This design comes from an exercise in tuning for small area, a short achievable clock period and few clock cycles per item on the open sky130 flow, not from production work. At most, simulation tests tie the RTL to the original design; equivalence was not proved. Power is estimated from default activity; no workload was simulated.

wip/quartz:
==> flow/design.v (excerpt) <==
module fpadd (
    clk, reset, start,
    a, b,
    sum,
    done,
    nan
);
Size in the first run: roughly 1300 cells after synthesis, about 36 flip-flops, about 100 I/O pins.
==> flow/config.mk <==
export PLATFORM = sky130hd
export DESIGN_NAME = fpadd
export DESIGN_NICKNAME = fpadd
export VERILOG_FILES = /design/flow/design.v
export SDC_FILE = /design/flow/constraint.sdc
export NUM_CORES = 4
export LEC_CHECK = 0
export ABC_AREA = 1
export CAP_MARGIN = 20
export CORE_MARGIN = 2
export CORE_UTILIZATION = 60
export CTS_BUF_LIST = sky130_fd_sc_hd__clkbuf_4 sky130_fd_sc_hd__clkbuf_8
export SETUP_SLACK_MARGIN = 5
export SLEW_MARGIN = 20
==> flow/constraint.sdc <==
create_clock -name core_clock -period 13.0 [get_ports {clk}]
set_input_delay 2.6000 -clock core_clock [delete_from_list [all_inputs] [get_ports {clk}]]
set_output_delay 2.6000 -clock core_clock [all_outputs]
set_load 0.01 [all_outputs]
standard.sh (not shown) runs the stock make flow with config.mk's settings and CLKGATE_MAP_FILE= SYNTH_SCRIPT=/design/flow/synth_recipe.tcl, a recipe that flattens the netlist after the stock synthesis.
==> flow/flow/run.sh <==
#!/bin/bash
# Standard layout with extra ORFS settings: BUFFER_PORTS_ARGS="-buffer_cell sky130_fd_sc_hd__buf_1"
set -euo pipefail
bash standard.sh BUFFER_PORTS_ARGS="-buffer_cell sky130_fd_sc_hd__buf_1" finish > standard_flow.log 2>&1
wip/quartz completed end to end with timing, DRC and antenna clean.
--- input diff wip/quartz..wip/onyx ---
==> flow/flow/run.sh <==
#!/bin/bash
# The standard layout (the standard.sh, unchanged synthesis), with
# sky130_fd_sc_hd__buf_1 port buffers; timing repair aims at a setup margin of
# 6 ns up to clock tree synthesis and 5 ns after global routing.
# Each make run's full output goes to its own log in the work folder.
set -euo pipefail
PB='BUFFER_PORTS_ARGS=-buffer_cell sky130_fd_sc_hd__buf_1'
bash standard.sh "$PB" SETUP_SLACK_MARGIN=6  cts > flow_to_cts.log 2>&1
bash standard.sh "$PB" SETUP_SLACK_MARGIN=5  finish > flow_finish.log 2>&1
Results
Compare wip/quartz and wip/onyx | global router's overall resource usage higher: wip/onyx. Delta (wip/onyx minus wip/quartz): routed wirelength normalized by instance count rose about 2.5%, cell depth of the worst min-delay path about even. Headroom to the max-slew limit delta for wip/onyx relative to wip/quartz: 1.0 points higher. Maximum frequency: wip/quartz and wip/onyx compared, higher one is wip/onyx. Taking wip/quartz as the reference point, the share of the cycle needed by the critical path after routing of wip/onyx falls by 1.8 points. On proportion of power drawn by combinational gates: wip/onyx sits above wip/quartz. wip/onyx vs wip/quartz: non-clock inverter instance count of the final layout up slightly. Between wip/quartz and wip/onyx, the number of instances in the synthesized netlist does not differ in any meaningful way. The final period demand of the worst path of wip/onyx was superior to that of wip/quartz. [wip/onyx vs wip/quartz] post-layout utilization of the core: higher in wip/onyx.
Relative to wip/onyx, the following input files were edited for wip/amber:
==> flow/flow/run.sh <==
#!/bin/bash
# The standard layout (the standard.sh, unchanged synthesis), with
# sky130_fd_sc_hd__buf_1 port buffers; timing repair aims at a setup margin of
# 6 ns up to clock tree synthesis and 5.7 ns after global routing.
# Each make run's full output goes to its own log in the work folder.
set -euo pipefail
PB='BUFFER_PORTS_ARGS=-buffer_cell sky130_fd_sc_hd__buf_1'
bash standard.sh "$PB" SETUP_SLACK_MARGIN=6  cts > flow_to_cts.log 2>&1
bash standard.sh "$PB" SETUP_SLACK_MARGIN=5.7  finish > flow_finish.log 2>&1
### Flow results
From wip/onyx to wip/amber the numbers moved as follows: non-clock buffer count went up by 4.5%, final hold slack was more or less identical.
[wip/amber] share of the final layout cell area in sequential cells fell 0.21 points relative to wip/onyx
In wip/amber the share of power burned in combinational logic turned out 0.4 points higher than in wip/onyx.
No stage failed in wip/amber, and the final checks on the layout all came back clean.
Highest attainable clock frequency on wip/amber is up relative to wip/onyx.
Reported for wip/onyx and wip/amber, largest buffer count on any clock path turned out identical to the last digit.
No run of this note included a check of the RTL's function; only the layout flow was run.

---

The RTL this note starts from:
==> flow/design.v <==
module fpadd (
    clk, reset, start,
    a, b,
    sum,
    done,
    nan
);
    input clk, reset, start;
    input [31:0] a, b;
    output [31:0] sum;
    output done;
    output nan;
    wire        sa = a[31], sb = b[31];
    wire [7:0]  ea = a[30:23], eb = b[30:23];
    wire [22:0] fa = a[22:0], fb = b[22:0];
    wire fa_z = (fa == 23'd0);
    wire fb_z = (fb == 23'd0);
    wire ea_0 = (ea == 8'd0), eb_0 = (eb == 8'd0);
    wire ea_1 = (ea == 8'hff), eb_1 = (eb == 8'hff);
    wire za = ea_0 & fa_z, zb = eb_0 & fb_z;    
    wire ia = ea_1 & fa_z, ib = eb_1 & fb_z;    
    wire na = ea_1 & ~fa_z, nb = eb_1 & ~fb_z;  
    wire is_nan = na | nb;
    wire special = za | zb | ia | ib;
    wire pick_b = za | (~zb & ~ia);
    wire [7:0] ep = ea ^ ~eb;
    wire [7:0] eg = ea & ~eb;
    wire e1_g = eg[1] | (ep[1] & eg[0]);
    wire e1_p = ep[1] & ep[0];
    wire e2_g = eg[3] | (ep[3] & eg[2]);
    wire e2_p = ep[3] & ep[2];
    wire e3_g = eg[5] | (ep[5] & eg[4]);
    wire e3_p = ep[5] & ep[4];
    wire e4_g = eg[7] | (ep[7] & eg[6]);
    wire e4_p = ep[7] & ep[6];
    wire e5_g = eg[2] | (ep[2] & e1_g);
    wire e5_p = ep[2] & e1_p;
    wire e6_g = e2_g | (e2_p & e1_g);
    wire e6_p = e2_p & e1_p;
    wire e7_g = eg[6] | (ep[6] & e3_g);
    wire e7_p = ep[6] & e3_p;
    wire e8_g = e4_g | (e4_p & e3_g);
    wire e8_p = e4_p & e3_p;
    wire e9_g = eg[4] | (ep[4] & e6_g);
    wire e9_p = ep[4] & e6_p;
    wire e10_g = e3_g | (e3_p & e6_g);
    wire e10_p = e3_p & e6_p;
    wire e11_g = e7_g | (e7_p & e6_g);
    wire e11_p = e7_p & e6_p;
    wire e12_g = e8_g | (e8_p & e6_g);
    wire e12_p = e8_p & e6_p;
    wire       ec = e12_g;
    wire       e_lt = ~ec;
    wire       e_eq = e12_p;
    wire [7:0] ecc = {e11_g | (e11_p & ec), e10_g | (e10_p & ec), e9_g | (e9_p & ec), e6_g | (e6_p & ec), e5_g | (e5_p & ec), e1_g | (e1_p & ec), eg[0] | (ep[0] & ec), ec};
    wire [7:0] d = ep ^ ecc ^ {8{e_lt}};
    wire        swap = special ? pick_b : e_lt;
    wire [23:0] mx = swap ? {1'b1, fb} : {1'b1, fa};
    wire [23:0] my = swap ? {1'b1, fa} : {1'b1, fb};
    wire [7:0]  ex = swap ? eb : ea;
    wire        sub = (sa ^ sb) & ~special;
    wire        sx0 = swap ? sb : sa;
    wire kill = special | (d[7:5] != 3'd0);
    wire [23:0] ys = kill ? 24'd0 : (my >> d[4:0]);
    wire        neg = sub & e_eq & (fb < fa);
    wire        sx = sx0 ^ neg;
    wire        cpl = sub & ~neg;
    wire [23:0] xi = mx ^ {24{sub}};
    wire [23:0] p = xi ^ ys;
    wire [23:0] g = xi & ys;
    wire [23:0] pn = p ^ {24{cpl}};
    wire pg13_g = g[0] | (p[0] & neg);
    wire pg14_g = g[2] | (p[2] & g[1]);
    wire pg14_p = p[2] & p[1];
    wire pg15_g = g[4] | (p[4] & g[3]);
    wire pg15_p = p[4] & p[3];
    wire pg16_g = g[6] | (p[6] & g[5]);
    wire pg16_p = p[6] & p[5];
    wire pg17_g = g[8] | (p[8] & g[7]);
    wire pg17_p = p[8] & p[7];
    wire pg18_g = g[10] | (p[10] & g[9]);
    wire pg18_p = p[10] & p[9];
    wire pg19_g = g[12] | (p[12] & g[11]);
    wire pg19_p = p[12] & p[11];
    wire pg20_g = g[14] | (p[14] & g[13]);
    wire pg20_p = p[14] & p[13];
    wire pg21_g = g[16] | (p[16] & g[15]);
    wire pg21_p = p[16] & p[15];
    wire pg22_g = g[18] | (p[18] & g[17]);
    wire pg22_p = p[18] & p[17];
    wire pg23_g = g[20] | (p[20] & g[19]);
    wire pg23_p = p[20] & p[19];
    wire pg24_g = g[22] | (p[22] & g[21]);
    wire pg24_p = p[22] & p[21];
    wire pg25_g = g[1] | (p[1] & pg13_g);
    wire pg26_g = pg14_g | (pg14_p & pg13_g);
    wire pg27_g = g[5] | (p[5] & pg15_g);
    wire pg27_p = p[5] & pg15_p;
    wire pg28_g = pg16_g | (pg16_p & pg15_g);
    wire pg28_p = pg16_p & pg15_p;
    wire pg29_g = g[9] | (p[9] & pg17_g);
    wire pg29_p = p[9] & pg17_p;
    wire pg30_g = pg18_g | (pg18_p & pg17_g);
    wire pg30_p = pg18_p & pg17_p;
    wire pg31_g = g[13] | (p[13] & pg19_g);
    wire pg31_p = p[13] & pg19_p;
    wire pg32_g = pg20_g | (pg20_p & pg19_g);
    wire pg32_p = pg20_p & pg19_p;
    wire pg33_g = g[17] | (p[17] & pg21_g);
    wire pg33_p = p[17] & pg21_p;
    wire pg34_g = pg22_g | (pg22_p & pg21_g);
    wire pg34_p = pg22_p & pg21_p;
    wire pg35_g = g[21] | (p[21] & pg23_g);
    wire pg35_p = p[21] & pg23_p;
    wire pg36_g = pg24_g | (pg24_p & pg23_g);
    wire pg36_p = pg24_p & pg23_p;
    wire pg37_g = g[3] | (p[3] & pg26_g);
    wire pg38_g = pg15_g | (pg15_p & pg26_g);
    wire pg39_g = pg27_g | (pg27_p & pg26_g);
    wire pg40_g = pg28_g | (pg28_p & pg26_g);
    wire pg41_g = g[11] | (p[11] & pg30_g);
    wire pg41_p = p[11] & pg30_p;
    wire pg42_g = pg19_g | (pg19_p & pg30_g);
    wire pg42_p = pg19_p & pg30_p;
    wire pg43_g = pg31_g | (pg31_p & pg30_g);
    wire pg43_p = pg31_p & pg30_p;
    wire pg44_g = pg32_g | (pg32_p & pg30_g);
    wire pg44_p = pg32_p & pg30_p;
    wire pg45_g = g[19] | (p[19] & pg34_g);
    wire pg45_p = p[19] & pg34_p;
    wire pg46_g = pg23_g | (pg23_p & pg34_g);
    wire pg46_p = pg23_p & pg34_p;
    wire pg47_g = pg35_g | (pg35_p & pg34_g);
    wire pg47_p = pg35_p & pg34_p;
    wire pg48_g = pg36_g | (pg36_p & pg34_g);
    wire pg48_p = pg36_p & pg34_p;
    wire pg49_g = g[7] | (p[7] & pg40_g);
    wire pg50_g = pg17_g | (pg17_p & pg40_g);
    wire pg51_g = pg29_g | (pg29_p & pg40_g);
    wire pg52_g = pg30_g | (pg30_p & pg40_g);
    wire pg53_g = pg41_g | (pg41_p & pg40_g);
    wire pg54_g = pg42_g | (pg42_p & pg40_g);
    wire pg55_g = pg43_g | (pg43_p & pg40_g);
    wire pg56_g = pg44_g | (pg44_p & pg40_g);
    wire pg57_g = g[23] | (p[23] & pg48_g);
    wire pg57_p = p[23] & pg48_p;
    wire pg58_g = g[15] | (p[15] & pg56_g);
    wire pg59_g = pg21_g | (pg21_p & pg56_g);
    wire pg60_g = pg33_g | (pg33_p & pg56_g);
    wire pg61_g = pg34_g | (pg34_p & pg56_g);
    wire pg62_g = pg45_g | (pg45_p & pg56_g);
    wire pg63_g = pg46_g | (pg46_p & pg56_g);
    wire pg64_g = pg47_g | (pg47_p & pg56_g);
    wire pg65_g = pg48_g | (pg48_p & pg56_g);
    wire pg66_g = pg57_g | (pg57_p & pg56_g);
    wire [24:0] c = {pg66_g, pg65_g, pg64_g, pg63_g, pg62_g, pg61_g, pg60_g, pg59_g, pg58_g, pg56_g, pg55_g, pg54_g, pg53_g, pg52_g, pg51_g, pg50_g, pg49_g, pg40_g, pg39_g, pg38_g, pg37_g, pg26_g, pg25_g, pg13_g, neg};
    wire [24:0] r = {c[24] & ~sub, pn ^ c[23:0]};
    reg [24:0] r_q;
    reg [7:0]  e_q;      
    reg        s_q;
    reg        nan_q;
    reg        done_q;
    always @(posedge clk) begin
        if (start) begin
            r_q   <= r;
            e_q   <= ex + 8'd1;
            s_q   <= sx;
            nan_q <= is_nan;
        end
        if (reset)
            done_q <= 1'b0;
        else if (start)
            done_q <= 1'b1;
    end
    wire [24:0] m = r_q;
    wire        s_o = s_q;
    reg [4:0] lz;
    integer i;
    always @(*) begin
        lz = 5'd25;
        for (i = 0; i < 25; i = i + 1)
            if (m[i]) lz = 5'd24 - i;
    end
    wire [4:0]  k = nan_q ? 5'd24 : lz;
    wire [24:0] rn = m << k;
    wire        zero = ~rn[24] | nan_q;
    wire [7:0]  en = e_q - {3'd0, k};
    assign sum  = {{9{~zero}} & {s_o, en}, rn[23:1]};
    assign nan  = nan_q;
    assign done = done_q;
endmodule
export LEC_CHECK = 0
export ABC_AREA = 1
export CAP_MARGIN = 20
export CORE_MARGIN = 2
export CORE_UTILIZATION = 60
export CTS_BUF_LIST = sky130_fd_sc_hd__clkbuf_4 sky130_fd_sc_hd__clkbuf_8
export SETUP_SLACK_MARGIN = 5
export SLEW_MARGIN = 20
create_clock -name core_clock -period 13.0 [get_ports {clk}]
==> flow/flow/run.sh <==
#!/bin/bash
# The standard layout (the standard.sh, unchanged synthesis), with
# sky130_fd_sc_hd__buf_1 port buffers; timing repair aims at a setup margin of
# 6 ns up to clock tree synthesis and 5 ns after global routing.
# Each make run's full output goes to its own log in the work folder.
set -euo pipefail
PB='BUFFER_PORTS_ARGS=-buffer_cell sky130_fd_sc_hd__buf_1'
bash standard.sh "$PB" SETUP_SLACK_MARGIN=6  cts > flow_to_cts.log 2>&1
bash standard.sh "$PB" SETUP_SLACK_MARGIN=5  finish > flow_finish.log 2>&1
The first run produced a clean layout.
Testbench counts at the start, summed over its fixed seeds: cycles 48,000, items 24,000.
Edit:
==> flow/flow/run.sh (replaced) <==
#!/bin/bash
# The standard layout (the standard.sh, unchanged synthesis), with
# sky130_fd_sc_hd__buf_1 port buffers; timing repair aims at a setup margin of
# 6.5 ns up to clock tree synthesis and 5 ns after global routing.
# Each make run's full output goes to its own log in the work folder.
set -euo pipefail
PB='BUFFER_PORTS_ARGS=-buffer_cell sky130_fd_sc_hd__buf_1'
bash standard.sh "$PB" SETUP_SLACK_MARGIN=6.5  cts > flow_to_cts.log 2>&1
bash standard.sh "$PB" SETUP_SLACK_MARGIN=5  finish > flow_finish.log 2>&1
CORE_UTILIZATION = 55   (was 60)
What happened:
- fmax went up by 5.7%
- worst hold slack gets worse by 0.0051 ns
- die area went up by 8.8%
Edit:
==> flow/flow/run.sh (replaced) <==
#!/bin/bash
# The standard layout (the standard.sh, unchanged synthesis), with
# sky130_fd_sc_hd__buf_1 port buffers; timing repair aims at a setup margin of
# 6.5 ns up to clock tree synthesis and 5.5 ns after global routing.
# Each make run's full output goes to its own log in the work folder.
set -euo pipefail
PB='BUFFER_PORTS_ARGS=-buffer_cell sky130_fd_sc_hd__buf_1'
bash standard.sh "$PB" SETUP_SLACK_MARGIN=6.5  cts > flow_to_cts.log 2>&1
bash standard.sh "$PB" SETUP_SLACK_MARGIN=5.5  finish > flow_finish.log 2>&1
CORE_UTILIZATION = 60   (was 55)
What happened: Sequential cell count is unchanged. Via count climbs by about 0.64%. Clock skew is unchanged.
Edit:
==> flow/flow/run.sh (replaced) <==
#!/bin/bash
# The standard layout (the standard.sh, unchanged synthesis), with
# sky130_fd_sc_hd__buf_1 port buffers; timing repair aims at a setup margin of
# 6.5 ns up to clock tree synthesis and 5 ns after global routing.
# Each make run's full output goes to its own log in the work folder.
set -euo pipefail
PB='BUFFER_PORTS_ARGS=-buffer_cell sky130_fd_sc_hd__buf_1'
bash standard.sh "$PB" SETUP_SLACK_MARGIN=6.5  cts > flow_to_cts.log 2>&1
bash standard.sh "$PB" SETUP_SLACK_MARGIN=5  finish > flow_finish.log 2>&1
CORE_UTILIZATION = 70   (was 60)
Wire length grows by 6.8%; final area grows by 0.64%; power grows by 1.8%; critical path depth is unchanged; maximum frequency shrinks by 1.1%; clock-buffer cell count is unchanged; area after synthesis is unchanged; setup slack is worse by 0.078 ns; die area shrinks by 14%; utilization grows by 12 points; cell count shrinks by 0.89%.

-- afterwards: timing with drivers on the ports --
The flow's constraints put no driver on any port. The routed layouts listed below were extracted and timed again, unchanged, in two steps.
Step 1 sets driving cells, clkbuf_16 on the clock port and buf_2 on the other inputs (assumed; they add their load-dependent delay and slew).
Step 2 also shifts input and output timing later by t, the mid clock arrival at the registers, as if the neighbouring blocks saw the same clock.
a / b / c = no drivers / after step 1 / after step 2; a / b = the first two.
| run | shift t [ns] | setup slack, ns | worst hold slack (ns) | worst slew at a driven data input, ns | cell pins on the clock port's net |
|---|---|---|---|---|---|
| wip/quartz | 0.317 | 5.655 / 5.660 / 5.343 | 0.473 / 0.473 / 0.473 | 0.05 | 1 |
| wip/onyx | 0.316 | 5.884 / 5.893 / 5.577 | 0.473 / 0.473 / 0.473 | 0.05 | 1 |
| wip/amber | 0.318 | 6.001 / 6.008 / 5.690 | 0.473 / 0.473 / 0.473 | 0.05 | 1 |
| the first run of note 2 | 0.327 | 5.884 / 5.896 / 5.569 | 0.484 / 0.484 / 0.484 | 0.03 | 1 |
| the second run of note 2 | 0.327 | 6.265 / 6.270 / 5.944 | 0.479 / 0.479 / 0.479 | 0.04 | 1 |
| the third run of note 2 | 0.331 | 6.236 / 6.248 / 5.917 | 0.484 / 0.484 / 0.484 | 0.03 | 1 |
| the fourth run of note 2 | 0.319 | 6.157 / 6.166 / 5.847 | 0.501 / 0.501 / 0.501 | 0.04 | 1 |
After both steps setup and hold are still met in every run listed. The setup slack of the second run of note 2, which loses most, moves by +0.005 ns with the drivers and by -0.321 ns with both steps.
